What follows belongs to an exercise in optimizing a design on an open flow for small area; a production flow would make more cautious choices. In this exercise RTL edits were held to simulation tests only and were not proved equivalent to the original. Power is estimated from default activity; no workload was simulated.

<file path="design/flow/design.v">
module add_e (
    input  a, b, c,
    output s, nco, p, g
);
hax    h (.a(a), .b(b), .p(p), .g(g));
a21oix k (.a1(p), .a2(c), .b1(g), .y(nco));
xor2x  x (.a(p), .b(c), .y(s));
endmodule
module add_o (
    input  a, b, nc,
    output s, co, np, ng
);
xnor2x n1 (.a(a), .b(b), .y(np));
nand2x n2 (.a(a), .b(b), .y(ng));
o21aix k  (.a1(np), .a2(nc), .b1(ng), .y(co));
xor2x  x  (.a(np), .b(nc), .y(s));
endmodule
module addchain #(parameter N = 32) (
    input  [N-1:0] a,
    input  [N-1:0] b,
    input          ci,
    output [N-1:0] s,
    output [N-1:0] pp,
    output [N-1:0] gg,
    output         co       
);
wire [N:0] c;       
assign c[0] = ci;
genvar i;
generate
    for (i = 0; i < N; i = i + 1) begin : bit_
        if (i % 2 == 0) begin : e
            add_e u (.a(a[i]), .b(b[i]), .c(c[i]), .s(s[i]), .nco(c[i+1]), .p(pp[i]), .g(gg[i]));
        end else begin : o
            add_o u (.a(a[i]), .b(b[i]), .nc(c[i]), .s(s[i]), .co(c[i+1]), .np(pp[i]), .ng(gg[i]));
        end
    end
endgenerate
assign co = c[N];
endmodule
module addsel #(parameter N = 16) (
    input  [N-1:0] a,
    input  [N-1:0] b,
    input          ci,
    output [N-1:0] s,
    output [N-1:0] pp,
    output [N-1:0] gg
);
wire [N:0] c0, c1;       
wire [N-1:0] s0n, s1n;   
genvar i;
generate
    for (i = 0; i < N; i = i + 1) begin : bit_
        if (i == 0) begin : f
            hax    h  (.a(a[i]), .b(b[i]), .p(pp[i]), .g(gg[i]));
            invx   k0 (.a(gg[i]), .y(c0[i+1]));
            nor2x  k1 (.a(gg[i]), .b(pp[i]), .y(c1[i+1]));
            invx   x0 (.a(pp[i]), .y(s0n[i]));
            assign s1n[i] = pp[i];
        end else if (i % 2 == 0) begin : e
            hax    h  (.a(a[i]), .b(b[i]), .p(pp[i]), .g(gg[i]));
            a21oix k0 (.a1(pp[i]), .a2(c0[i]), .b1(gg[i]), .y(c0[i+1]));
            a21oix k1 (.a1(pp[i]), .a2(c1[i]), .b1(gg[i]), .y(c1[i+1]));
            xnor2x x0 (.a(pp[i]), .b(c0[i]), .y(s0n[i]));
            xnor2x x1 (.a(pp[i]), .b(c1[i]), .y(s1n[i]));
        end else begin : o
            xnor2x n1 (.a(a[i]), .b(b[i]), .y(pp[i]));
            nand2x n2 (.a(a[i]), .b(b[i]), .y(gg[i]));
            o21aix k0 (.a1(pp[i]), .a2(c0[i]), .b1(gg[i]), .y(c0[i+1]));
            o21aix k1 (.a1(pp[i]), .a2(c1[i]), .b1(gg[i]), .y(c1[i+1]));
            xnor2x x0 (.a(pp[i]), .b(c0[i]), .y(s0n[i]));
            xnor2x x1 (.a(pp[i]), .b(c1[i]), .y(s1n[i]));
        end
        mux2ix m (.s(ci), .a0(s0n[i]), .a1(s1n[i]), .y(s[i]));
    end
endgenerate
endmodule
module shifter (
    input  [31:0] an,
    input  [4:0]  sa,
    input         fill,
    output [31:0] y
);
wire [31:0] s0 = an;
wire [31:0] s1, s2, s3, s4;
wire fn = ~fill;
genvar i;
generate
    for (i = 0; i < 32; i = i + 1) begin : m
        mux2ix u1 (.s(sa[0]), .a0(s0[i]), .a1(i + 1  < 32 ? s0[i+1]  : fn),   .y(s1[i]));
        mux2ix u2 (.s(sa[1]), .a0(s1[i]), .a1(i + 2  < 32 ? s1[i+2]  : fill), .y(s2[i]));
        mux2ix u3 (.s(sa[2]), .a0(s2[i]), .a1(i + 4  < 32 ? s2[i+4]  : fn),   .y(s3[i]));
        mux2ix u4 (.s(sa[3]), .a0(s3[i]), .a1(i + 8  < 32 ? s3[i+8]  : fill), .y(s4[i]));
        mux2ix u5 (.s(sa[4]), .a0(s4[i]), .a1(i + 16 < 32 ? s4[i+16] : fn),   .y(y[i]));
    end
endgenerate
endmodule
module ao222i(input a1, a2, b1, b2, c1, c2, output y);
assign y = ~((a1 & a2) | (b1 & b2) | (c1 & c2));
endmodule
module nand4x(input a, b, c, d, output y);
assign y = ~(a & b & c & d);
endmodule
module nand3x(input a, b, c, output y);
assign y = ~(a & b & c);
endmodule
module nand2x(input a, b, output y);
assign y = ~(a & b);
endmodule
module or3x(input a, b, c, output y);
assign y = a | b | c;
endmodule
module xor2x(input a, b, output y);
assign y = a ^ b;
endmodule
module xnor2x(input a, b, output y);
assign y = ~(a ^ b);
endmodule
module a21oix(input a1, a2, b1, output y);
assign y = ~((a1 & a2) | b1);
endmodule
module o21aix(input a1, a2, b1, output y);
assign y = ~((a1 | a2) & b1);
endmodule
module mux2ix(input s, a0, a1, output y);
assign y = ~(s ? a1 : a0);
endmodule
module hax(input a, b, output p, g);
assign p = a ^ b;
assign g = a & b;
endmodule
module ao22i(input a1, a2, b1, b2, output y);
assign y = ~((a1 & a2) | (b1 & b2));
endmodule
module ao221i(input a1, a2, b1, b2, c1, output y);
assign y = ~((a1 & a2) | (b1 & b2) | c1);
endmodule
module oa22(input a1, a2, b1, b2, output y);
assign y = (a1 | a2) & (b1 | b2);
endmodule
module invx(input a, output y);
assign y = ~a;
endmodule
module nor2x(input a, b, output y);
assign y = ~(a | b);
endmodule
module dec5 (
    input  [4:0]  a,
    output [30:0] y
);
genvar k;
generate
    for (k = 1; k < 32; k = k + 1) begin : d
        assign y[k-1] = (a == k);
    end
endgenerate
endmodule
module rf_rdport (
    input  [30:0]  sel,
    input  [991:0] q,       
    output [31:0]  rd
);
genvar j, k;
generate
    for (j = 0; j < 32; j = j + 1) begin : b
        wire [30:0] d;
        for (k = 0; k < 31; k = k + 1) begin : t
            assign d[k] = q[32*k + j];
        end
        rdbit u (.s(sel), .d(d), .y(rd[j]));
    end
endgenerate
endmodule
module rdbit (
    input  [30:0] s,
    input  [30:0] d,
    output        y
);
wire [10:0] n;
genvar k;
generate
    for (k = 0; k < 10; k = k + 1) begin : g
        ao222i u (.a1(s[3*k]), .a2(d[3*k]), .b1(s[3*k+1]), .b2(d[3*k+1]),
                  .c1(s[3*k+2]), .c2(d[3*k+2]), .y(n[k]));
    end
endgenerate
nand2x u10 (.a(s[30]), .b(d[30]), .y(n[10]));
wire p0, p1, p2;
nand4x v0 (.a(n[0]), .b(n[1]), .c(n[2]), .d(n[3]), .y(p0));
nand4x v1 (.a(n[4]), .b(n[5]), .c(n[6]), .d(n[7]), .y(p1));
nand3x v2 (.a(n[8]), .b(n[9]), .c(n[10]), .y(p2));
or3x w (.a(p0), .b(p1), .c(p2), .y(y));
endmodule
module riscv(
    input clk,
    input reset,
    input [4:0] debug_reg_select,
    output [31:0] debug_reg_out,
    output [31:0] fetchPC,
    input  [31:0] imem_rdata,
    output [31:0] dmem_addr,
    output [31:0] dmem_wdata,
    output        dmem_we,
    output [1:0]  dmem_size,
    input  [31:0] dmem_rdata
);
wire [31:0] ins = imem_rdata;
wire b6 = ins[6];
wire b5 = ins[5];
wire b4 = ins[4];
wire b3 = ins[3];
wire b2 = ins[2];
wire [2:0] f3 = ins[14:12];
wire nr = ~reset;
wire is_load   = ~b6 & ~b5 & ~b4;
wire is_store  = ~b6 &  b5 & ~b4;
wire is_aluop  =  b4 & ~b2;             
wire is_op     =  b4 & ~b2 & b5;        
wire is_lui    =  b5 & b4 & b2;
wire is_auipc  = ~b5 & b4 & b2;
wire is_branch =  b6 & ~b2;
wire is_jal    =  b3;
wire is_jalr   =  b6 & b2 & ~b3;
wire is_link   =  b6 & b2;              
wire reg_write = ~(b5 & ~b4 & ~b2);     
reg  [31:0] pc;
wire [31:0] pc4;
wire [31:0] tgt;
wire [31:0] npc;
wire [31:2] ic;
assign ic[2] = 1'b1;
genvar gi;
generate
    for (gi = 2; gi < 32; gi = gi + 1) begin : inc
        assign pc4[gi] = pc[gi] ^ ic[gi];
        if (gi < 31) begin : c
            assign ic[gi+1] = ic[gi] & pc[gi];
        end
    end
endgenerate
assign pc4[1:0] = pc[1:0];
wire [31:0] imm_t;
assign imm_t[0]     = 1'b0;
assign imm_t[4:1]   = b6 ? (b3 ? ins[24:21] : ins[11:8]) : 4'b0;
assign imm_t[10:5]  = b6 ? ins[30:25] : 6'b0;
assign imm_t[11]    = b6 & (b3 ? ins[20] : ins[7]);
assign imm_t[19:12] = b2 ? ins[19:12] : {8{ins[31]}};
assign imm_t[31:20] = b6 ? {12{ins[31]}} : ins[31:20];
wire [31:2] tgt_pp, tgt_gg;
assign tgt[0] = pc[0];
assign tgt[1] = pc[1] ^ imm_t[1];
wire tgt_co;
addchain #(30) tgt_add (.a(pc[31:2]), .b(imm_t[31:2]), .ci(pc[1] & imm_t[1]),
                        .s(tgt[31:2]), .pp(tgt_pp), .gg(tgt_gg), .co(tgt_co));
wire [31:0] rs1, rs2, wd;
wire [991:0] q;
wire [30:0] wdec, sel1, sel2, sel3;
dec5 dec_w (.a(ins[11:7]), .y(wdec));
generate
    for (gi = 1; gi < 32; gi = gi + 1) begin : x
        reg [31:0] r;
        always @(posedge clk)
            if (reset | (reg_write & wdec[gi-1]))
                r <= wd;
        assign q[32*(gi-1) +: 32] = r;
    end
endgenerate
dec5 dec_1 (.a(ins[19:15]), .y(sel1));
dec5 dec_2 (.a(ins[24:20]), .y(sel2));
dec5 dec_3 (.a(debug_reg_select), .y(sel3));
rf_rdport rp1 (.sel(sel1), .q(q), .rd(rs1));
rf_rdport rp2 (.sel(sel2), .q(q), .rd(rs2));
rf_rdport rp3 (.sel(sel3), .q(q), .rd(debug_reg_out));
wire store_a = b5 & ~b6;
wire [31:0] imm_a = {{21{ins[31]}}, ins[30:25], store_a ? ins[11:7] : ins[24:20]};
wire use_rs2 = b5 & ~b2 & (b4 | b6);    
wire sub = is_branch | (is_aluop & ~f3[2] & f3[1]) | (is_op & (f3 == 3'b000) & ins[30]);
wire [31:0] nsrcb, beff;
generate
    for (gi = 0; gi < 32; gi = gi + 1) begin : opb
        mux2ix m (.s(use_rs2), .a0(imm_a[gi]), .a1(rs2[gi]), .y(nsrcb[gi]));
        xnor2x x (.a(nsrcb[gi]), .b(sub), .y(beff[gi]));
    end
endgenerate
wire [31:0] sum, pp, gg;
wire c16;
addchain #(16) alu_add (.a(rs1[15:0]), .b(beff[15:0]), .ci(sub), .s(sum[15:0]),
                        .pp(pp[15:0]), .gg(gg[15:0]), .co(c16));
addsel #(16) alu_addh (.a(rs1[31:16]), .b(beff[31:16]), .ci(c16), .s(sum[31:16]),
                       .pp(pp[31:16]), .gg(gg[31:16]));
wire b31 = ~nsrcb[31];
wire sdiff = rs1[31] ^ b31;
wire lt  = sdiff ? rs1[31] : sum[31];
wire ltu = sdiff ? b31     : sum[31];
wire eq  = &{pp[30], pp[28], pp[26], pp[24], pp[22], pp[20], pp[18], pp[16],
             pp[14], pp[12], pp[10], pp[8], pp[6], pp[4], pp[2], pp[0]}
         & ~|{pp[31], pp[29], pp[27], pp[25], pp[23], pp[21], pp[19], pp[17],
              pp[15], pp[13], pp[11], pp[9], pp[7], pp[5], pp[3], pp[1]};
wire cond = (f3[2] ? (f3[1] ? ltu : lt) : eq) ^ f3[0];
wire take = is_jal | (is_branch & cond);
wire left = ~f3[2];
wire [31:0] shin_n, shr;
generate
    for (gi = 0; gi < 32; gi = gi + 1) begin : rev
        mux2ix u (.s(left), .a0(rs1[gi]), .a1(rs1[31-gi]), .y(shin_n[gi]));
    end
endgenerate
shifter sh (.an(shin_n), .sa(beff[4:0]), .fill(ins[30] & rs1[31]), .y(shr));
wire a_nr   = is_aluop & nr;
wire s_sum  = a_nr & (f3 == 3'b000);
wire s_lui  = is_lui & nr;
wire s_sll  = a_nr & (f3 == 3'b001);
wire s_slt  = a_nr & (f3 == 3'b010);
wire s_sltu = a_nr & (f3 == 3'b011);
wire s_sr   = a_nr & (f3 == 3'b101);
wire s_p    = a_nr & f3[2] & ~f3[0];                 
wire s_g    = a_nr & f3[2] & f3[1];                  
wire ns_p   = ~s_p;
wire ns_g   = ~s_g;
wire s_pc4  = is_link & nr;
wire s_tgt  = is_auipc & nr;
wire slt_bit = (s_slt & lt) | (s_sltu & ltu);
wire s_ld   = is_load & nr;
wire s_ldh  = s_ld & (f3[1] | f3[0]);                
wire s_ldw  = s_ld & f3[1];                          
wire ldx8   = s_ld & (f3 == 3'b000) & dmem_rdata[7];
wire ldx16  = s_ld & ~f3[2] & ~f3[1] & (f3[0] ? dmem_rdata[15] : dmem_rdata[7]);
wire nldx8  = ~ldx8;
wire nldx16 = ~ldx16;
generate
    if (1) begin : wb
        wire wb0_1, wb0_2, wb0_3;
        ao222i u_wb0_1 (.a1(s_sum), .a2(sum[0]), .b1(s_sr), .b2(shr[0]), .c1(s_sll), .c2(shr[31]), .y(wb0_1));
        ao222i u_wb0_2 (.a1(s_p), .a2(pp[0]), .b1(s_g), .b2(gg[0]), .c1(s_ld), .c2(dmem_rdata[0]), .y(wb0_2));
        ao221i u_wb0_3 (.a1(s_pc4), .a2(pc4[0]), .b1(s_tgt), .b2(tgt[0]), .c1(slt_bit), .y(wb0_3));
        nand3x u_wb0 (.a(wb0_1), .b(wb0_2), .c(wb0_3), .y(wd[0]));
        wire wb1_1, wb1_2, wb1_3;
        oa22 u_wb1_1 (.a1(ns_p), .a2(pp[1]), .b1(ns_g), .b2(gg[1]), .y(wb1_1));
        ao222i u_wb1_2 (.a1(s_sum), .a2(sum[1]), .b1(s_sr), .b2(shr[1]), .c1(s_sll), .c2(shr[30]), .y(wb1_2));
        ao222i u_wb1_3 (.a1(s_ld), .a2(dmem_rdata[1]), .b1(s_pc4), .b2(pc4[1]), .c1(s_tgt), .c2(tgt[1]), .y(wb1_3));
        nand3x u_wb1 (.a(wb1_1), .b(wb1_2), .c(wb1_3), .y(wd[1]));
        wire wb2_1, wb2_2, wb2_3;
        ao222i u_wb2_1 (.a1(s_sum), .a2(sum[2]), .b1(s_sr), .b2(shr[2]), .c1(s_sll), .c2(shr[29]), .y(wb2_1));
        ao222i u_wb2_2 (.a1(s_p), .a2(pp[2]), .b1(s_g), .b2(gg[2]), .c1(s_ld), .c2(dmem_rdata[2]), .y(wb2_2));
        ao22i u_wb2_3 (.a1(s_pc4), .a2(pc4[2]), .b1(s_tgt), .b2(tgt[2]), .y(wb2_3));
        nand3x u_wb2 (.a(wb2_1), .b(wb2_2), .c(wb2_3), .y(wd[2]));
        wire wb3_1, wb3_2, wb3_3;
        oa22 u_wb3_1 (.a1(ns_p), .a2(pp[3]), .b1(ns_g), .b2(gg[3]), .y(wb3_1));
        ao222i u_wb3_2 (.a1(s_sum), .a2(sum[3]), .b1(s_sr), .b2(shr[3]), .c1(s_sll), .c2(shr[28]), .y(wb3_2));
        ao222i u_wb3_3 (.a1(s_ld), .a2(dmem_rdata[3]), .b1(s_pc4), .b2(pc4[3]), .c1(s_tgt), .c2(tgt[3]), .y(wb3_3));
        nand3x u_wb3 (.a(wb3_1), .b(wb3_2), .c(wb3_3), .y(wd[3]));
        wire wb4_1, wb4_2, wb4_3;
        ao222i u_wb4_1 (.a1(s_sum), .a2(sum[4]), .b1(s_sr), .b2(shr[4]), .c1(s_sll), .c2(shr[27]), .y(wb4_1));
        ao222i u_wb4_2 (.a1(s_p), .a2(pp[4]), .b1(s_g), .b2(gg[4]), .c1(s_ld), .c2(dmem_rdata[4]), .y(wb4_2));
        ao22i u_wb4_3 (.a1(s_pc4), .a2(pc4[4]), .b1(s_tgt), .b2(tgt[4]), .y(wb4_3));
        nand3x u_wb4 (.a(wb4_1), .b(wb4_2), .c(wb4_3), .y(wd[4]));
        wire wb5_1, wb5_2, wb5_3;
        oa22 u_wb5_1 (.a1(ns_p), .a2(pp[5]), .b1(ns_g), .b2(gg[5]), .y(wb5_1));
        ao222i u_wb5_2 (.a1(s_sum), .a2(sum[5]), .b1(s_sr), .b2(shr[5]), .c1(s_sll), .c2(shr[26]), .y(wb5_2));
        ao222i u_wb5_3 (.a1(s_ld), .a2(dmem_rdata[5]), .b1(s_pc4), .b2(pc4[5]), .c1(s_tgt), .c2(tgt[5]), .y(wb5_3));
        nand3x u_wb5 (.a(wb5_1), .b(wb5_2), .c(wb5_3), .y(wd[5]));
        wire wb6_1, wb6_2, wb6_3;
        ao222i u_wb6_1 (.a1(s_sum), .a2(sum[6]), .b1(s_sr), .b2(shr[6]), .c1(s_sll), .c2(shr[25]), .y(wb6_1));
        ao222i u_wb6_2 (.a1(s_p), .a2(pp[6]), .b1(s_g), .b2(gg[6]), .c1(s_ld), .c2(dmem_rdata[6]), .y(wb6_2));
        ao22i u_wb6_3 (.a1(s_pc4), .a2(pc4[6]), .b1(s_tgt), .b2(tgt[6]), .y(wb6_3));
        nand3x u_wb6 (.a(wb6_1), .b(wb6_2), .c(wb6_3), .y(wd[6]));
        wire wb7_1, wb7_2, wb7_3;
        oa22 u_wb7_1 (.a1(ns_p), .a2(pp[7]), .b1(ns_g), .b2(gg[7]), .y(wb7_1));
        ao222i u_wb7_2 (.a1(s_sum), .a2(sum[7]), .b1(s_sr), .b2(shr[7]), .c1(s_sll), .c2(shr[24]), .y(wb7_2));
        ao222i u_wb7_3 (.a1(s_ld), .a2(dmem_rdata[7]), .b1(s_pc4), .b2(pc4[7]), .c1(s_tgt), .c2(tgt[7]), .y(wb7_3));
        nand3x u_wb7 (.a(wb7_1), .b(wb7_2), .c(wb7_3), .y(wd[7]));
        wire wb8_1, wb8_2, wb8_3;
        ao222i u_wb8_1 (.a1(s_sum), .a2(sum[8]), .b1(s_sr), .b2(shr[8]), .c1(s_sll), .c2(shr[23]), .y(wb8_1));
        ao222i u_wb8_2 (.a1(s_p), .a2(pp[8]), .b1(s_g), .b2(gg[8]), .c1(s_ldh), .c2(dmem_rdata[8]), .y(wb8_2));
        ao221i u_wb8_3 (.a1(s_pc4), .a2(pc4[8]), .b1(s_tgt), .b2(tgt[8]), .c1(ldx8), .y(wb8_3));
        nand3x u_wb8 (.a(wb8_1), .b(wb8_2), .c(wb8_3), .y(wd[8]));
        wire wb9_1, wb9_2, wb9_3;
        oa22 u_wb9_1 (.a1(ns_p), .a2(pp[9]), .b1(ns_g), .b2(gg[9]), .y(wb9_1));
        ao222i u_wb9_2 (.a1(s_sum), .a2(sum[9]), .b1(s_sr), .b2(shr[9]), .c1(s_sll), .c2(shr[22]), .y(wb9_2));
        ao222i u_wb9_3 (.a1(s_ldh), .a2(dmem_rdata[9]), .b1(s_pc4), .b2(pc4[9]), .c1(s_tgt), .c2(tgt[9]), .y(wb9_3));
        nand4x u_wb9 (.a(wb9_1), .b(wb9_2), .c(wb9_3), .d(nldx8), .y(wd[9]));
        wire wb10_1, wb10_2, wb10_3;
        ao222i u_wb10_1 (.a1(s_sum), .a2(sum[10]), .b1(s_sr), .b2(shr[10]), .c1(s_sll), .c2(shr[21]), .y(wb10_1));
        ao222i u_wb10_2 (.a1(s_p), .a2(pp[10]), .b1(s_g), .b2(gg[10]), .c1(s_ldh), .c2(dmem_rdata[10]), .y(wb10_2));
        ao221i u_wb10_3 (.a1(s_pc4), .a2(pc4[10]), .b1(s_tgt), .b2(tgt[10]), .c1(ldx8), .y(wb10_3));
        nand3x u_wb10 (.a(wb10_1), .b(wb10_2), .c(wb10_3), .y(wd[10]));
        wire wb11_1, wb11_2, wb11_3;
        oa22 u_wb11_1 (.a1(ns_p), .a2(pp[11]), .b1(ns_g), .b2(gg[11]), .y(wb11_1));
        ao222i u_wb11_2 (.a1(s_sum), .a2(sum[11]), .b1(s_sr), .b2(shr[11]), .c1(s_sll), .c2(shr[20]), .y(wb11_2));
        ao222i u_wb11_3 (.a1(s_ldh), .a2(dmem_rdata[11]), .b1(s_pc4), .b2(pc4[11]), .c1(s_tgt), .c2(tgt[11]), .y(wb11_3));
        nand4x u_wb11 (.a(wb11_1), .b(wb11_2), .c(wb11_3), .d(nldx8), .y(wd[11]));
        wire wb12_1, wb12_2, wb12_3;
        ao222i u_wb12_1 (.a1(s_sum), .a2(sum[12]), .b1(s_sr), .b2(shr[12]), .c1(s_sll), .c2(shr[19]), .y(wb12_1));
        ao222i u_wb12_2 (.a1(s_p), .a2(pp[12]), .b1(s_g), .b2(gg[12]), .c1(s_ldh), .c2(dmem_rdata[12]), .y(wb12_2));
        ao222i u_wb12_3 (.a1(s_pc4), .a2(pc4[12]), .b1(s_tgt), .b2(tgt[12]), .c1(s_lui), .c2(ins[12]), .y(wb12_3));
        nand4x u_wb12 (.a(wb12_1), .b(wb12_2), .c(wb12_3), .d(nldx8), .y(wd[12]));
        wire wb13_1, wb13_2, wb13_3, wb13_4;
        oa22 u_wb13_1 (.a1(ns_p), .a2(pp[13]), .b1(ns_g), .b2(gg[13]), .y(wb13_1));
        ao222i u_wb13_2 (.a1(s_sum), .a2(sum[13]), .b1(s_sr), .b2(shr[13]), .c1(s_sll), .c2(shr[18]), .y(wb13_2));
        ao222i u_wb13_3 (.a1(s_ldh), .a2(dmem_rdata[13]), .b1(s_pc4), .b2(pc4[13]), .c1(s_tgt), .c2(tgt[13]), .y(wb13_3));
        a21oix u_wb13_4 (.a1(s_lui), .a2(ins[13]), .b1(ldx8), .y(wb13_4));
        nand4x u_wb13 (.a(wb13_1), .b(wb13_2), .c(wb13_3), .d(wb13_4), .y(wd[13]));
        wire wb14_1, wb14_2, wb14_3;
        ao222i u_wb14_1 (.a1(s_sum), .a2(sum[14]), .b1(s_sr), .b2(shr[14]), .c1(s_sll), .c2(shr[17]), .y(wb14_1));
        ao222i u_wb14_2 (.a1(s_p), .a2(pp[14]), .b1(s_g), .b2(gg[14]), .c1(s_ldh), .c2(dmem_rdata[14]), .y(wb14_2));
        ao222i u_wb14_3 (.a1(s_pc4), .a2(pc4[14]), .b1(s_tgt), .b2(tgt[14]), .c1(s_lui), .c2(ins[14]), .y(wb14_3));
        nand4x u_wb14 (.a(wb14_1), .b(wb14_2), .c(wb14_3), .d(nldx8), .y(wd[14]));
        wire wb15_1, wb15_2, wb15_3, wb15_4;
        oa22 u_wb15_1 (.a1(ns_p), .a2(pp[15]), .b1(ns_g), .b2(gg[15]), .y(wb15_1));
        ao222i u_wb15_2 (.a1(s_sum), .a2(sum[15]), .b1(s_sr), .b2(shr[15]), .c1(s_sll), .c2(shr[16]), .y(wb15_2));
        ao222i u_wb15_3 (.a1(s_ldh), .a2(dmem_rdata[15]), .b1(s_pc4), .b2(pc4[15]), .c1(s_tgt), .c2(tgt[15]), .y(wb15_3));
        a21oix u_wb15_4 (.a1(s_lui), .a2(ins[15]), .b1(ldx8), .y(wb15_4));
        nand4x u_wb15 (.a(wb15_1), .b(wb15_2), .c(wb15_3), .d(wb15_4), .y(wd[15]));
        wire wb16_1, wb16_2, wb16_3;
        ao222i u_wb16_1 (.a1(s_sum), .a2(sum[16]), .b1(s_sr), .b2(shr[16]), .c1(s_sll), .c2(shr[15]), .y(wb16_1));
        ao222i u_wb16_2 (.a1(s_p), .a2(pp[16]), .b1(s_g), .b2(gg[16]), .c1(s_ldw), .c2(dmem_rdata[16]), .y(wb16_2));
        ao222i u_wb16_3 (.a1(s_pc4), .a2(pc4[16]), .b1(s_tgt), .b2(tgt[16]), .c1(s_lui), .c2(ins[16]), .y(wb16_3));
        nand4x u_wb16 (.a(wb16_1), .b(wb16_2), .c(wb16_3), .d(nldx16), .y(wd[16]));
        wire wb17_1, wb17_2, wb17_3, wb17_4;
        oa22 u_wb17_1 (.a1(ns_p), .a2(pp[17]), .b1(ns_g), .b2(gg[17]), .y(wb17_1));
        ao222i u_wb17_2 (.a1(s_sum), .a2(sum[17]), .b1(s_sr), .b2(shr[17]), .c1(s_sll), .c2(shr[14]), .y(wb17_2));
        ao222i u_wb17_3 (.a1(s_ldw), .a2(dmem_rdata[17]), .b1(s_pc4), .b2(pc4[17]), .c1(s_tgt), .c2(tgt[17]), .y(wb17_3));
        a21oix u_wb17_4 (.a1(s_lui), .a2(ins[17]), .b1(ldx16), .y(wb17_4));
        nand4x u_wb17 (.a(wb17_1), .b(wb17_2), .c(wb17_3), .d(wb17_4), .y(wd[17]));
        wire wb18_1, wb18_2, wb18_3;
        ao222i u_wb18_1 (.a1(s_sum), .a2(sum[18]), .b1(s_sr), .b2(shr[18]), .c1(s_sll), .c2(shr[13]), .y(wb18_1));
        ao222i u_wb18_2 (.a1(s_p), .a2(pp[18]), .b1(s_g), .b2(gg[18]), .c1(s_ldw), .c2(dmem_rdata[18]), .y(wb18_2));
        ao222i u_wb18_3 (.a1(s_pc4), .a2(pc4[18]), .b1(s_tgt), .b2(tgt[18]), .c1(s_lui), .c2(ins[18]), .y(wb18_3));
        nand4x u_wb18 (.a(wb18_1), .b(wb18_2), .c(wb18_3), .d(nldx16), .y(wd[18]));
        wire wb19_1, wb19_2, wb19_3, wb19_4;
        oa22 u_wb19_1 (.a1(ns_p), .a2(pp[19]), .b1(ns_g), .b2(gg[19]), .y(wb19_1));
        ao222i u_wb19_2 (.a1(s_sum), .a2(sum[19]), .b1(s_sr), .b2(shr[19]), .c1(s_sll), .c2(shr[12]), .y(wb19_2));
        ao222i u_wb19_3 (.a1(s_ldw), .a2(dmem_rdata[19]), .b1(s_pc4), .b2(pc4[19]), .c1(s_tgt), .c2(tgt[19]), .y(wb19_3));
        a21oix u_wb19_4 (.a1(s_lui), .a2(ins[19]), .b1(ldx16), .y(wb19_4));
        nand4x u_wb19 (.a(wb19_1), .b(wb19_2), .c(wb19_3), .d(wb19_4), .y(wd[19]));
        wire wb20_1, wb20_2, wb20_3;
        ao222i u_wb20_1 (.a1(s_sum), .a2(sum[20]), .b1(s_sr), .b2(shr[20]), .c1(s_sll), .c2(shr[11]), .y(wb20_1));
        ao222i u_wb20_2 (.a1(s_p), .a2(pp[20]), .b1(s_g), .b2(gg[20]), .c1(s_ldw), .c2(dmem_rdata[20]), .y(wb20_2));
        ao222i u_wb20_3 (.a1(s_pc4), .a2(pc4[20]), .b1(s_tgt), .b2(tgt[20]), .c1(s_lui), .c2(ins[20]), .y(wb20_3));
        nand4x u_wb20 (.a(wb20_1), .b(wb20_2), .c(wb20_3), .d(nldx16), .y(wd[20]));
        wire wb21_1, wb21_2, wb21_3, wb21_4;
        oa22 u_wb21_1 (.a1(ns_p), .a2(pp[21]), .b1(ns_g), .b2(gg[21]), .y(wb21_1));
        ao222i u_wb21_2 (.a1(s_sum), .a2(sum[21]), .b1(s_sr), .b2(shr[21]), .c1(s_sll), .c2(shr[10]), .y(wb21_2));
        ao222i u_wb21_3 (.a1(s_ldw), .a2(dmem_rdata[21]), .b1(s_pc4), .b2(pc4[21]), .c1(s_tgt), .c2(tgt[21]), .y(wb21_3));
        a21oix u_wb21_4 (.a1(s_lui), .a2(ins[21]), .b1(ldx16), .y(wb21_4));
        nand4x u_wb21 (.a(wb21_1), .b(wb21_2), .c(wb21_3), .d(wb21_4), .y(wd[21]));
        wire wb22_1, wb22_2, wb22_3;
        ao222i u_wb22_1 (.a1(s_sum), .a2(sum[22]), .b1(s_sr), .b2(shr[22]), .c1(s_sll), .c2(shr[9]), .y(wb22_1));
        ao222i u_wb22_2 (.a1(s_p), .a2(pp[22]), .b1(s_g), .b2(gg[22]), .c1(s_ldw), .c2(dmem_rdata[22]), .y(wb22_2));
        ao222i u_wb22_3 (.a1(s_pc4), .a2(pc4[22]), .b1(s_tgt), .b2(tgt[22]), .c1(s_lui), .c2(ins[22]), .y(wb22_3));
        nand4x u_wb22 (.a(wb22_1), .b(wb22_2), .c(wb22_3), .d(nldx16), .y(wd[22]));
        wire wb23_1, wb23_2, wb23_3, wb23_4;
        oa22 u_wb23_1 (.a1(ns_p), .a2(pp[23]), .b1(ns_g), .b2(gg[23]), .y(wb23_1));
        ao222i u_wb23_2 (.a1(s_sum), .a2(sum[23]), .b1(s_sr), .b2(shr[23]), .c1(s_sll), .c2(shr[8]), .y(wb23_2));
        ao222i u_wb23_3 (.a1(s_ldw), .a2(dmem_rdata[23]), .b1(s_pc4), .b2(pc4[23]), .c1(s_tgt), .c2(tgt[23]), .y(wb23_3));
        a21oix u_wb23_4 (.a1(s_lui), .a2(ins[23]), .b1(ldx16), .y(wb23_4));
        nand4x u_wb23 (.a(wb23_1), .b(wb23_2), .c(wb23_3), .d(wb23_4), .y(wd[23]));
        wire wb24_1, wb24_2, wb24_3;
        ao222i u_wb24_1 (.a1(s_sum), .a2(sum[24]), .b1(s_sr), .b2(shr[24]), .c1(s_sll), .c2(shr[7]), .y(wb24_1));
        ao222i u_wb24_2 (.a1(s_p), .a2(pp[24]), .b1(s_g), .b2(gg[24]), .c1(s_ldw), .c2(dmem_rdata[24]), .y(wb24_2));
        ao222i u_wb24_3 (.a1(s_pc4), .a2(pc4[24]), .b1(s_tgt), .b2(tgt[24]), .c1(s_lui), .c2(ins[24]), .y(wb24_3));
        nand4x u_wb24 (.a(wb24_1), .b(wb24_2), .c(wb24_3), .d(nldx16), .y(wd[24]));
        wire wb25_1, wb25_2, wb25_3, wb25_4;
        oa22 u_wb25_1 (.a1(ns_p), .a2(pp[25]), .b1(ns_g), .b2(gg[25]), .y(wb25_1));
        ao222i u_wb25_2 (.a1(s_sum), .a2(sum[25]), .b1(s_sr), .b2(shr[25]), .c1(s_sll), .c2(shr[6]), .y(wb25_2));
        ao222i u_wb25_3 (.a1(s_ldw), .a2(dmem_rdata[25]), .b1(s_pc4), .b2(pc4[25]), .c1(s_tgt), .c2(tgt[25]), .y(wb25_3));
        a21oix u_wb25_4 (.a1(s_lui), .a2(ins[25]), .b1(ldx16), .y(wb25_4));
        nand4x u_wb25 (.a(wb25_1), .b(wb25_2), .c(wb25_3), .d(wb25_4), .y(wd[25]));
        wire wb26_1, wb26_2, wb26_3;
        ao222i u_wb26_1 (.a1(s_sum), .a2(sum[26]), .b1(s_sr), .b2(shr[26]), .c1(s_sll), .c2(shr[5]), .y(wb26_1));
        ao222i u_wb26_2 (.a1(s_p), .a2(pp[26]), .b1(s_g), .b2(gg[26]), .c1(s_ldw), .c2(dmem_rdata[26]), .y(wb26_2));
        ao222i u_wb26_3 (.a1(s_pc4), .a2(pc4[26]), .b1(s_tgt), .b2(tgt[26]), .c1(s_lui), .c2(ins[26]), .y(wb26_3));
        nand4x u_wb26 (.a(wb26_1), .b(wb26_2), .c(wb26_3), .d(nldx16), .y(wd[26]));
        wire wb27_1, wb27_2, wb27_3, wb27_4;
        oa22 u_wb27_1 (.a1(ns_p), .a2(pp[27]), .b1(ns_g), .b2(gg[27]), .y(wb27_1));
        ao222i u_wb27_2 (.a1(s_sum), .a2(sum[27]), .b1(s_sr), .b2(shr[27]), .c1(s_sll), .c2(shr[4]), .y(wb27_2));
        ao222i u_wb27_3 (.a1(s_ldw), .a2(dmem_rdata[27]), .b1(s_pc4), .b2(pc4[27]), .c1(s_tgt), .c2(tgt[27]), .y(wb27_3));
        a21oix u_wb27_4 (.a1(s_lui), .a2(ins[27]), .b1(ldx16), .y(wb27_4));
        nand4x u_wb27 (.a(wb27_1), .b(wb27_2), .c(wb27_3), .d(wb27_4), .y(wd[27]));
        wire wb28_1, wb28_2, wb28_3;
        ao222i u_wb28_1 (.a1(s_sum), .a2(sum[28]), .b1(s_sr), .b2(shr[28]), .c1(s_sll), .c2(shr[3]), .y(wb28_1));
        ao222i u_wb28_2 (.a1(s_p), .a2(pp[28]), .b1(s_g), .b2(gg[28]), .c1(s_ldw), .c2(dmem_rdata[28]), .y(wb28_2));
        ao222i u_wb28_3 (.a1(s_pc4), .a2(pc4[28]), .b1(s_tgt), .b2(tgt[28]), .c1(s_lui), .c2(ins[28]), .y(wb28_3));
        nand4x u_wb28 (.a(wb28_1), .b(wb28_2), .c(wb28_3), .d(nldx16), .y(wd[28]));
        wire wb29_1, wb29_2, wb29_3, wb29_4;
        oa22 u_wb29_1 (.a1(ns_p), .a2(pp[29]), .b1(ns_g), .b2(gg[29]), .y(wb29_1));
        ao222i u_wb29_2 (.a1(s_sum), .a2(sum[29]), .b1(s_sr), .b2(shr[29]), .c1(s_sll), .c2(shr[2]), .y(wb29_2));
        ao222i u_wb29_3 (.a1(s_ldw), .a2(dmem_rdata[29]), .b1(s_pc4), .b2(pc4[29]), .c1(s_tgt), .c2(tgt[29]), .y(wb29_3));
        a21oix u_wb29_4 (.a1(s_lui), .a2(ins[29]), .b1(ldx16), .y(wb29_4));
        nand4x u_wb29 (.a(wb29_1), .b(wb29_2), .c(wb29_3), .d(wb29_4), .y(wd[29]));
        wire wb30_1, wb30_2, wb30_3;
        ao222i u_wb30_1 (.a1(s_sum), .a2(sum[30]), .b1(s_sr), .b2(shr[30]), .c1(s_sll), .c2(shr[1]), .y(wb30_1));
        ao222i u_wb30_2 (.a1(s_p), .a2(pp[30]), .b1(s_g), .b2(gg[30]), .c1(s_ldw), .c2(dmem_rdata[30]), .y(wb30_2));
        ao222i u_wb30_3 (.a1(s_pc4), .a2(pc4[30]), .b1(s_tgt), .b2(tgt[30]), .c1(s_lui), .c2(ins[30]), .y(wb30_3));
        nand4x u_wb30 (.a(wb30_1), .b(wb30_2), .c(wb30_3), .d(nldx16), .y(wd[30]));
        wire wb31_1, wb31_2, wb31_3, wb31_4;
        oa22 u_wb31_1 (.a1(ns_p), .a2(pp[31]), .b1(ns_g), .b2(gg[31]), .y(wb31_1));
        ao222i u_wb31_2 (.a1(s_sum), .a2(sum[31]), .b1(s_sr), .b2(shr[31]), .c1(s_sll), .c2(shr[0]), .y(wb31_2));
        ao222i u_wb31_3 (.a1(s_ldw), .a2(dmem_rdata[31]), .b1(s_pc4), .b2(pc4[31]), .c1(s_tgt), .c2(tgt[31]), .y(wb31_3));
        a21oix u_wb31_4 (.a1(s_lui), .a2(ins[31]), .b1(ldx16), .y(wb31_4));
        nand4x u_wb31 (.a(wb31_1), .b(wb31_2), .c(wb31_3), .d(wb31_4), .y(wd[31]));
    end
endgenerate
wire n_sum = nr & is_jalr;
wire n_tgt = nr & take;
wire n_pc4 = nr & ~is_jalr & ~take;
generate
    for (gi = 0; gi < 32; gi = gi + 1) begin : np
        wire n;
        ao222i a (.a1(n_sum), .a2(sum[gi]), .b1(n_tgt), .b2(tgt[gi]), .c1(n_pc4), .c2(pc4[gi]), .y(n));
        invx   v (.a(n), .y(npc[gi]));
    end
endgenerate
always @(posedge clk)
    pc <= npc;
assign fetchPC    = pc;
assign dmem_addr  = sum;
assign dmem_wdata = rs2;
assign dmem_we    = is_store;
assign dmem_size  = {f3[1], f3[1] | f3[0]};
endmodule
</file>
<file path="design/flow/flow/run.sh">
#!/bin/bash
# Own layout flow: the standard ORFS flow (standard.sh, all steps), with
#  - every input and output port buffered by the smallest buffer, buf_1,
#    instead of the flow's default port buffer cell;
#  - the clock tree built from clkbuf_16 clusters of up to 30 sinks, without
#    dummy loads.
# Each ORFS step writes its full log under orfs/logs/; make's own output goes
# to make_finish.log in this folder.
set -euo pipefail
export BUFFER_PORTS_ARGS="-buffer_cell sky130_fd_sc_hd__buf_1"
export CTS_ARGS="-sink_clustering_enable -repair_clock_nets -dont_use_dummy_load -buf_list sky130_fd_sc_hd__clkbuf_16 -sink_clustering_size 30 -sink_clustering_max_diameter 80"
bash standard.sh > make_finish.log 2>&1
</file>
<file path="design/flow/standard.sh">
#!/bin/bash
# synth_recipe.tcl (not shown) runs the flow's synth.tcl, then flattens the netlist and writes it again
# the make line also repeats each setting of config.mk as NAME=value (left out here)
make -C /OpenROAD-flow-scripts/flow DESIGN_CONFIG=/design/flow/config.mk WORK_HOME=/design/flow/orfs CLKGATE_MAP_FILE= SYNTH_SCRIPT=/design/flow/synth_recipe.tcl "${@:-finish}"
</file>
<file path="design/flow/config.mk">
export PLATFORM = sky130hd
export DESIGN_NAME = riscv
export DESIGN_NICKNAME = riscv
export VERILOG_FILES = /design/flow/design.v
export SDC_FILE = /design/flow/constraint.sdc
export NUM_CORES = 8
export LEC_CHECK = 0
export CAP_MARGIN = 0
export CORE_MARGIN = 2
export CORE_UTILIZATION = 55.0
export PLACE_DENSITY = 0.75
export SLEW_MARGIN = 0
export SYNTH_HIERARCHICAL = 1
</file>
<file path="design/flow/constraint.sdc">
create_clock -name core_clock -period 15.0 [get_ports {clk}]
set_input_delay 3.0000 -clock core_clock [delete_from_list [all_inputs] [get_ports {clk}]]
set_output_delay 3.0000 -clock core_clock [all_outputs]
set_load 0.01 [all_outputs]
</file>
==> metrics.yaml, run 1 <==
post_drt_wl_per_cell_um: 44.75
wirelength_um: 233800
max_slew_margin: 0.1698
drcViolationCount: 0
drt_iter0_drc: 17600
initial_utilization: 0.5526
clock_sinks: 1024
r2r_start: "x[7].r[0]"
stdcell_count: 5226
h-tree-depth: 2
synthToLayoutAreaGrowth_pct: 10.37
cts_root_buffer: "clkbuf_16"
drive_gt1_frac: 0.1068
numCtsBuffers: 45
final_nets: 4093
power_uw: 7474
num-fill-cells: 7123
postCtsSetupRepairBufs: 0
die_h_um: 309.5
crit_type: "primary input to output port"
syn-instance-count: 3584
syn_area_per_cell_um2: 14.33
fmax_mhz: 70.76
hold_viol: 0
setup_viol: 0
detail-route-antenna-nets: 0
power_density_nw_per_um2: 131.9
postLayoutCellArea_um2: 56670
dr.pass1.iters: 23
clk_path_buf_depth: 3
grt_pass1_wl_um: 317800
period_needed_ns: 14.13
crit_required_ns: 12.00
cts_resized: 0
vias: 47580
post-route-util: 0.6099
hold_buffers: 0
critPathCaptureType: "output port"
ios: 202
synth_warnings: 7
hold_class: "flop to flop"
max-cap-violations: 0
multi_input_area_um2: 21300
syn_area_um2: 51350
track_usage: 0.4691
arrival_ns: 11.13
fin_skew_ns: 0.09111
place_inst: 5169
rsz0062_at_grt: "no"
viasPerCell: 9.105
status: "timing/DRC/antenna clean"
grt_pass1_vias: 42730
syn_nets: 3715
slew_violations: 0
p_leak_uw: 0.01923
cts_tree: "done"
die_area_um2: 95820
crit_fanout: 24
port_buffers: 199
gp_congestion: 1.091
grt_remaining_overflow: 0
critPathLaunchType: "primary input"
path_clk_slew_ns: 0.11
holdCritStartpoint: "pc[1]"
finalSetupTns_ns: 0
core.rowCount: 112
hpwl_um: 146600
finalCritPeriodShare: 0.9421
register_area_um2: 30430
insertion_delay_ns: 0.72
vdd_drop_max_v: 0.00008457
worst_slew_pin_slew_ns: 1.245
core_um2: 92910
grt_start_max_net_pins: 37
critPathLaunch: "imem_rdata[23]"
antenna_found_initial: 10
dpl_cell_area_um2: 55510
fp.dieW_um: 309.5
[final timing paths]
| kind | slack (ns) | endpoint | cells after the start |
|---|---|---|---|
| worst min-delay path | 0.59 | pc[1] | 2 |
| worst min register to register | 0.59 | pc[1] | 2 |
| worst max-delay path | 0.87 | dmem_addr[23] | 27 |
| worst max register to register | 6.32 | pc[31] | 33 |
[through the flow]
step	setup WS, ns	hold WS (ns)
global placement	1.615	0.5565
CTS	1.537	0.5807
detailed placement	1.541	0.5523
floorplan	0.3432	0.5028
global route	0.7761	0.6172
finish	0.8682	0.5854
[final cells by class]
cell class	count	area share
tap	1254	0.02769
sequential	1024	0.5370
inverter	54	0.003577
clock buffer	45	0.01987
timing repair buffer	366	0.03555
antenna	12	0.0005299
multi-input combinational	2471	0.3758
[registers in the layout, indices dropped and copies added, names as in the netlist]
register / count
x.r: 992
pc: 32
[worst max-delay path, cell delays in order]
cell      delay (ns)
buf_1           0.33
nand2b_1        0.93
nor2_4          0.20
buf_4           0.35
a222oi_1        0.51
nand4_1         0.37
or3_1           0.56
mux2i_1         0.26
xnor2_2         0.09
ha_1            0.41
a21oi_2         0.10
o21ai_1         0.25
a21oi_2         0.11
o21ai_1         0.24
a21oi_2         0.10
o21ai_1         0.71
a21oi_2         0.16
o21ai_1         0.27
a21oi_2         0.10
o21ai_1         0.25
a21oi_2         0.10
o21ai_1         0.23
a21oi_2         0.12
o21ai_2         0.14
buf_4           0.32
mux2i_1         0.64
buf_1           0.22
[routing by layer]
layer | global-route usage | part of all wire | vias to the layer above
li1 | - | - | 17990
met1 | 0.5728 | 0.30 | 22290
met2 | 0.6687 | 0.40 | 5958
met3 | 0.1861 | 0.19 | 1345
met4 | 0.3552 | 0.11 | 4
met5 | 0 | 0.00011 | -
[report_power, final]
group | switching [µW] | internal (µW) | total, µW | leakage, µW
sequential | 314 | 3690 | 4000 | 0.0105
combinational | 1480 | 580 | 2060 | 0.00819
clock | 874 | 538 | 1410 | 0.000555
[cells in the final DEF, fill, tap and decap left out, types with 16 or more instances in the layout]
cell type,count
ha_1,60
a222oi_1,1066
or3_1,100
nor2_4,72
clkbuf_16,45
nor2_2,23
a21o_2,29
nand4_1,217
buf_1,198
o22a_1,16
nand3_1,114
dfxtp_1,32
nor2_1,39
a21oi_2,47
mux2i_1,246
nand2_1,154
xor2_1,47
o21ai_1,35
inv_1,53
xnor2_1,88
edfxtp_1,992
buf_4,166
==> run 2: changes to the inputs <==
--- a/design/flow/design.v
+++ b/design/flow/design.v
@@ -77,23 +77,62 @@
 endmodule
 module shifter (
-    input  [31:0] an,
+    input  [31:0] a,
+    input         left,
     input  [4:0]  sa,
-    input         fill,
+    input         f,
     output [31:0] y
 );
-wire [31:0] s0 = an;
-wire [31:0] s1, s2, s3, s4;
-wire fn = ~fill;
+wire r0 = ~left & ~sa[0], r1 = ~left & sa[0], l0 = left & ~sa[0], l1 = left & sa[0];
+wire [3:0] d, e;      
+assign d = {sa[2] & sa[1], sa[2] & ~sa[1], ~sa[2] & sa[1], ~sa[2] & ~sa[1]};
+assign e = {sa[4] & sa[3], sa[4] & ~sa[3], ~sa[4] & sa[3], ~sa[4] & ~sa[3]};
+wire d23 = sa[2], d123 = sa[2] | sa[1];
+wire e23 = sa[4], e123 = sa[4] | sa[3];
+wire [31:0] sa_, sb_;
 genvar i;
 generate
     for (i = 0; i < 32; i = i + 1) begin : m
-        mux2ix u1 (.s(sa[0]), .a0(s0[i]), .a1(i + 1  < 32 ? s0[i+1]  : fn),   .y(s1[i]));
-        mux2ix u2 (.s(sa[1]), .a0(s1[i]), .a1(i + 2  < 32 ? s1[i+2]  : fill), .y(s2[i]));
-        mux2ix u3 (.s(sa[2]), .a0(s2[i]), .a1(i + 4  < 32 ? s2[i+4]  : fn),   .y(s3[i]));
-        mux2ix u4 (.s(sa[3]), .a0(s3[i]), .a1(i + 8  < 32 ? s3[i+8]  : fill), .y(s4[i]));
-        mux2ix u5 (.s(sa[4]), .a0(s4[i]), .a1(i + 16 < 32 ? s4[i+16] : fn),   .y(y[i]));
+        if (i < 31) begin : a4
+            sel4 u (.s0(r0), .d0(a[i]), .s1(r1), .d1(a[i+1]), .s2(l0), .d2(a[31-i]), .s3(l1), .d3(a[30-i]), .y(sa_[i]));
+        end else begin : a3
+            sel3 u (.s0(r0), .d0(a[i]), .s1(l0), .d1(a[31-i]), .s2(sa[0]), .d2(f), .y(sa_[i]));
+        end
+        if (i + 6 < 32) begin : b4
+            sel4 u (.s0(d[0]), .d0(sa_[i]), .s1(d[1]), .d1(sa_[i+2]), .s2(d[2]), .d2(sa_[i+4]), .s3(d[3]), .d3(sa_[i+6]), .y(sb_[i]));
+        end else if (i + 4 < 32) begin : b4f
+            sel4 u (.s0(d[0]), .d0(sa_[i]), .s1(d[1]), .d1(sa_[i+2]), .s2(d[2]), .d2(sa_[i+4]), .s3(d[3]), .d3(f), .y(sb_[i]));
+        end else if (i + 2 < 32) begin : b3
+            sel3 u (.s0(d[0]), .d0(sa_[i]), .s1(d[1]), .d1(sa_[i+2]), .s2(d23), .d2(f), .y(sb_[i]));
+        end else begin : b2
+            sel2 u (.s0(d[0]), .d0(sa_[i]), .s1(d123), .d1(f), .y(sb_[i]));
+        end
+        if (i + 24 < 32) begin : c4
+            sel4 u (.s0(e[0]), .d0(sb_[i]), .s1(e[1]), .d1(sb_[i+8]), .s2(e[2]), .d2(sb_[i+16]), .s3(e[3]), .d3(sb_[i+24]), .y(y[i]));
+        end else if (i + 16 < 32) begin : c4f
+            sel4 u (.s0(e[0]), .d0(sb_[i]), .s1(e[1]), .d1(sb_[i+8]), .s2(e[2]), .d2(sb_[i+16]), .s3(e[3]), .d3(f), .y(y[i]));
+        end else if (i + 8 < 32) begin : c3
+            sel3 u (.s0(e[0]), .d0(sb_[i]), .s1(e[1]), .d1(sb_[i+8]), .s2(e23), .d2(f), .y(y[i]));
+        end else begin : c2
+            sel2 u (.s0(e[0]), .d0(sb_[i]), .s1(e123), .d1(f), .y(y[i]));
+        end
     end
 endgenerate
 endmodule
+module sel4(input s0, d0, s1, d1, s2, d2, s3, d3, output y);
+wire n0, n1;
+ao222i u0 (.a1(s0), .a2(d0), .b1(s1), .b2(d1), .c1(s2), .c2(d2), .y(n0));
+nand2x u1 (.a(s3), .b(d3), .y(n1));
+nand2x u2 (.a(n0), .b(n1), .y(y));
+endmodule
+module sel3(input s0, d0, s1, d1, s2, d2, output y);
+wire n0;
+ao222i u0 (.a1(s0), .a2(d0), .b1(s1), .b2(d1), .c1(s2), .c2(d2), .y(n0));
+invx u1 (.a(n0), .y(y));
+endmodule
+module sel2(input s0, d0, s1, d1, output y);
+wire n0;
+mux2ix u0 (.s(s1), .a0(d0), .a1(d1), .y(n0));
+invx u1 (.a(n0), .y(y));
+endmodule
 module ao222i(input a1, a2, b1, b2, c1, c2, output y);
 assign y = ~((a1 & a2) | (b1 & b2) | (c1 & c2));
@@ -145,4 +184,7 @@
 assign y = ~(a | b);
 endmodule
+module a21ox(input a1, a2, b1, output y);
+assign y = (a1 & a2) | b1;
+endmodule
 module dec5 (
     input  [4:0]  a,
@@ -156,4 +198,25 @@
 endgenerate
 endmodule
+module dec5w (
+    input  [4:0]  a,
+    input         en,
+    input         force1,
+    output [30:0] y
+);
+wire [3:0] h;       
+wire [7:0] l;       
+genvar k;
+generate
+    for (k = 0; k < 4; k = k + 1) begin : hi
+        assign h[k] = en & (a[4:3] == k);
+    end
+    for (k = 0; k < 8; k = k + 1) begin : lo
+        assign l[k] = (a[2:0] == k);
+    end
+    for (k = 1; k < 32; k = k + 1) begin : d
+        a21ox u (.a1(h[k/8]), .a2(l[k%8]), .b1(force1), .y(y[k-1]));
+    end
+endgenerate
+endmodule
 module rf_rdport (
     input  [30:0]  sel,
@@ -256,10 +319,10 @@
 wire [991:0] q;
 wire [30:0] wdec, sel1, sel2, sel3;
-dec5 dec_w (.a(ins[11:7]), .y(wdec));
+dec5w dec_w (.a(ins[11:7]), .en(reg_write), .force1(reset), .y(wdec));
 generate
     for (gi = 1; gi < 32; gi = gi + 1) begin : x
         reg [31:0] r;
         always @(posedge clk)
-            if (reset | (reg_write & wdec[gi-1]))
+            if (wdec[gi-1])
                 r <= wd;
         assign q[32*(gi-1) +: 32] = r;
@@ -299,12 +362,6 @@
 wire cond = (f3[2] ? (f3[1] ? ltu : lt) : eq) ^ f3[0];
 wire take = is_jal | (is_branch & cond);
-wire left = ~f3[2];
-wire [31:0] shin_n, shr;
-generate
-    for (gi = 0; gi < 32; gi = gi + 1) begin : rev
-        mux2ix u (.s(left), .a0(rs1[gi]), .a1(rs1[31-gi]), .y(shin_n[gi]));
-    end
-endgenerate
-shifter sh (.an(shin_n), .sa(beff[4:0]), .fill(ins[30] & rs1[31]), .y(shr));
+wire [31:0] shr;
+shifter sh (.a(rs1), .left(~f3[2]), .sa(beff[4:0]), .f(ins[30] & rs1[31]), .y(shr));
 wire a_nr   = is_aluop & nr;
 wire s_sum  = a_nr & (f3 == 3'b000);
==> design/flow/flow/run.sh (replaced) <==
#!/bin/bash
# Own layout flow: the standard ORFS flow (standard.sh, all steps), with
#  - every input and output port buffered by the smallest buffer, buf_1,
#    instead of the flow's default port buffer cell;
#  - the clock tree built from clkbuf_16 clusters of up to 28 sinks, without
#    dummy loads.
# Each ORFS step writes its full log under orfs/logs/; make's own output goes
# to make_finish.log in this folder.
set -euo pipefail
export BUFFER_PORTS_ARGS="-buffer_cell sky130_fd_sc_hd__buf_1"
export CTS_ARGS="-sink_clustering_enable -repair_clock_nets -dont_use_dummy_load -buf_list sky130_fd_sc_hd__clkbuf_16 -sink_clustering_size 28 -sink_clustering_max_diameter 90"
bash standard.sh > make_finish.log 2>&1
--- a/design/flow/config.mk
+++ b/design/flow/config.mk
@@ -6,8 +6,8 @@
 export NUM_CORES = 8
 export LEC_CHECK = 0
-export CAP_MARGIN = 0
+export CAP_MARGIN = 10
 export CORE_MARGIN = 2
 export CORE_UTILIZATION = 55.0
 export PLACE_DENSITY = 0.75
-export SLEW_MARGIN = 0
+export SLEW_MARGIN = 10
 export SYNTH_HIERARCHICAL = 1
==> run 2 against run 1 <==
Non-clock buffer count grew 7. Combinational power grew 4%. Register-to-register slack lost 0.12 ns. Die area shrank 0.83%. Flip-flop and latch count is the same. Highest routed layer unchanged.
==> metrics.yaml, run 2 <==
power_density_nw_per_um2: 135.4  # was 131.9 nW/µm²
die_h_um: 308.3  # was 309.5 µm
path_clk_slew_ns: 0.05  # was 0.11 ns
slowest_stage: "nor2_4"  # was nand2b_1
max-cap-violations: 0  # unchanged
insertion_delay_ns: 0.72  # about the same
drcViolationCount: 0  # unchanged
p_leak_uw: 0.01907  # was 0.01923 µW
viasPerCell: 9.288  # was 9.105
clk_path_buf_depth: 3  # unchanged
clock_sinks: 1024  # unchanged
critPathLaunchType: "primary input"  # unchanged
syn_area_per_cell_um2: 14.06  # was 14.33 µm²
critPathLaunch: "imem_rdata[22]"  # was imem_rdata[23]
drt_iter0_drc: 19310  # was 17600
ios: 202  # unchanged
fp.dieW_um: 308.3  # was 309.5 µm
wirelength_um: 239800  # was 233800 µm
grt_pass1_wl_um: 325200  # was 317800 µm
layout_common_cells: "a222oi_1, edfxtp_1, nand2_1"  # was a222oi_1, edfxtp_1, mux2i_1
p_seq_frac: 0.528  # was 0.535
num-fill-cells: 7076  # was 7123
largest_reg_flops: 992  # unchanged
arrival_ns: 11.46  # was 11.13 ns
final_common_cell: "a222oi_1"  # unchanged
die_area_um2: 95020  # was 95820 µm²
core.rowCount: 111  # was 112
max_slew_margin: 0.06818  # was 0.1698
combinationalPowerShare: 0.282  # was 0.276
cts_root_buffer: "clkbuf_16"  # unchanged
reg.largest.list: "x.r: 992 flops, pc: 32 flops"  # unchanged
drive_gt1_frac: 0.1094  # was 0.1068
power_uw: 7628  # was 7474 µW
period_needed_ns: 14.46  # was 14.13 ns
crit_type: "primary input to output port"  # unchanged
crit_fanout: 18  # was 24
post_drt_wl_per_cell_um: 45.87  # was 44.75 µm
critPathCaptureType: "output port"  # unchanged
top_register: "x.r"  # unchanged
syn-instance-count: 3622  # was 3584
syn_area_um2: 50920  # was 51350 µm²
hold_buffers: 0  # unchanged
setup_viol: 0  # unchanged
p_clk_frac: 0.190  # was 0.189
crit_required_ns: 12.00  # about the same
finalCritPeriodShare: 0.9642  # was 0.9421
dr.pass1.iters: 17  # was 23
grt_pass1_vias: 42890  # was 42730
track_usage: 0.4858  # was 0.4691
synth_warnings: 7  # unchanged
hold_viol: 0  # unchanged
syn_nets: 3753  # was 3715
core_um2: 91660  # was 92910 µm²
hold_class: "flop to flop"  # unchanged
hpwl_um: 150400  # was 146600 µm
slew_violations: 0  # unchanged
place_inst: 5160  # was 5169
grt_start_max_net_pins: 39  # was 37
critPathTopFamily: "compound AO/OA/AOI/OAI gates"  # unchanged
cts_tree: "done"  # unchanged
path_buf_inv: 4  # unchanged
initial_utilization: 0.5555  # was 0.5526
holdCritStartpoint: "pc[1]"  # unchanged
postCtsSetupRepairBufs: 0  # unchanged
fmax_mhz: 69.14  # was 70.76 MHz
worst_slew_pin_slew_ns: 1.394  # was 1.245 ns
r2r_start: "x[19].r[0]"  # was x[7].r[0]
vias: 48550  # was 47580
stdcell_count: 5227  # was 5226
antenna_found_initial: 17  # was 10
cts_resized: 0  # unchanged
gp_congestion: 1.120  # was 1.091
vdd_drop_max_v: 0.0001131  # was 0.00008457 V
internal-power_uw: 4853  # was 4805 µW
status: "timing/DRC/antenna clean"  # unchanged
synthToLayoutAreaGrowth_pct: 10.64  # was 10.37%
port_buffers: 199  # unchanged
cp_slowest_stage_delay_ns: 0.84  # was 0.93 ns
numCtsBuffers: 48  # was 45
swShare: 0.3638  # was 0.3571
final_nets: 4155  # was 4093
finalSetupTns_ns: 0  # unchanged
fin_skew_ns: 0.1261  # was 0.09111 ns
holdWs_ns: 0.5742  # was 0.5854 ns
detail-route-antenna-nets: 0  # unchanged
p_switching_uw: 2775  # was 2669 µW
grt_remaining_overflow: 0  # unchanged
rsz0062_at_grt: "no"  # unchanged
h-tree-depth: 2  # unchanged
run 2: path summary, 6_finish.rpt:
check / to / slack, ns / cells past startpoint
hold / removal: pc[1] / 0.57 / 2
hold reg to reg: pc[1] / 0.57 / 2
setup / recovery: dmem_addr[21] / 0.54 / 28
setup reg to reg: pc[7] / 6.20 / 32
run 2: per-stage QoR:
step	utilization	area, µm²	setup WS (ns)
6_report	0.6146	56330	0.5367
5_1_grt	0.6141	56290	0.5483
4_1_cts	0.6140	56290	1.305
3_5_place_dp	0.6009	55080	1.347
3_3_place_gp	0.6009	55080	1.412
2_1_floorplan	-	50920	1.699
run 2: cell type report:
class | instances | area, µm² | area share
antenna | 19 | 47.55 | 0.0008440
clock buffer | 48 | 1201 | 0.02132
inverter | 76 | 285.3 | 0.005064
tap | 1186 | 1484 | 0.02634
multi-input combinational | 2501 | 20820 | 0.3696
sequential | 1024 | 30430 | 0.5402
timing repair buffer | 373 | 2067 | 0.03669
run 2: layer usage:
| layer | share of wire | up-vias | track usage |
|---|---|---|---|
| met3 | 0.20 | 1362 | 0.1961 |
| met1 | 0.30 | 22670 | 0.6006 |
| li1 | - | 18340 | - |
| met4 | 0.11 | 6 | 0.3613 |
| met2 | 0.40 | 6169 | 0.6840 |
| met5 | 0.00013 | - | 0.002584 |
run 2: tightest hold or removal path, cell delays in order, from the launching register on:
cell and delay [ns]:
dfxtp_1 0.38, a222oi_1 0.11, inv_1 0.06
run 2: power groups by stage:
stage | registers (µW) | clock network [µW] | logic (µW)
2_1_floorplan | 4010 | 0 | 1090
3_3_place_gp | 4030 | 0 | 1970
3_5_place_dp | 4070 | 0 | 1990
4_1_cts | 4000 | 1430 | 1990
5_1_grt | 4070 | 1530 | 2170
6_report | 4030 | 1450 | 2150

-- port drivers added, routing unchanged --
No port has a modelled driver above. Below, the same layouts with a new extraction and two added sets of constraints. Step 1, drivers: a clkbuf_16 drives clk and a buf_2 each remaining input, both assumed. Step 2 also shifts input and output timing later by t, the mid clock arrival at the registers, as if the neighbouring blocks saw the same clock. Slacks: ideal / step 1 / step 2; pairs: ideal / step 1.
run	t (ns)	setup WS [ns]	clock arrival spread, ns	cell pins on the clock port's net
run 1	0.754	0.868 / 0.845 / 0.845	0.091 / 0.091	1
run 2	0.739	0.537 / 0.510 / 0.510	0.126 / 0.126	1
After both steps every run listed still meets setup and hold. The setup slack of run 2, which loses most, moves by -0.027 ns with the drivers and by -0.027 ns with both steps.
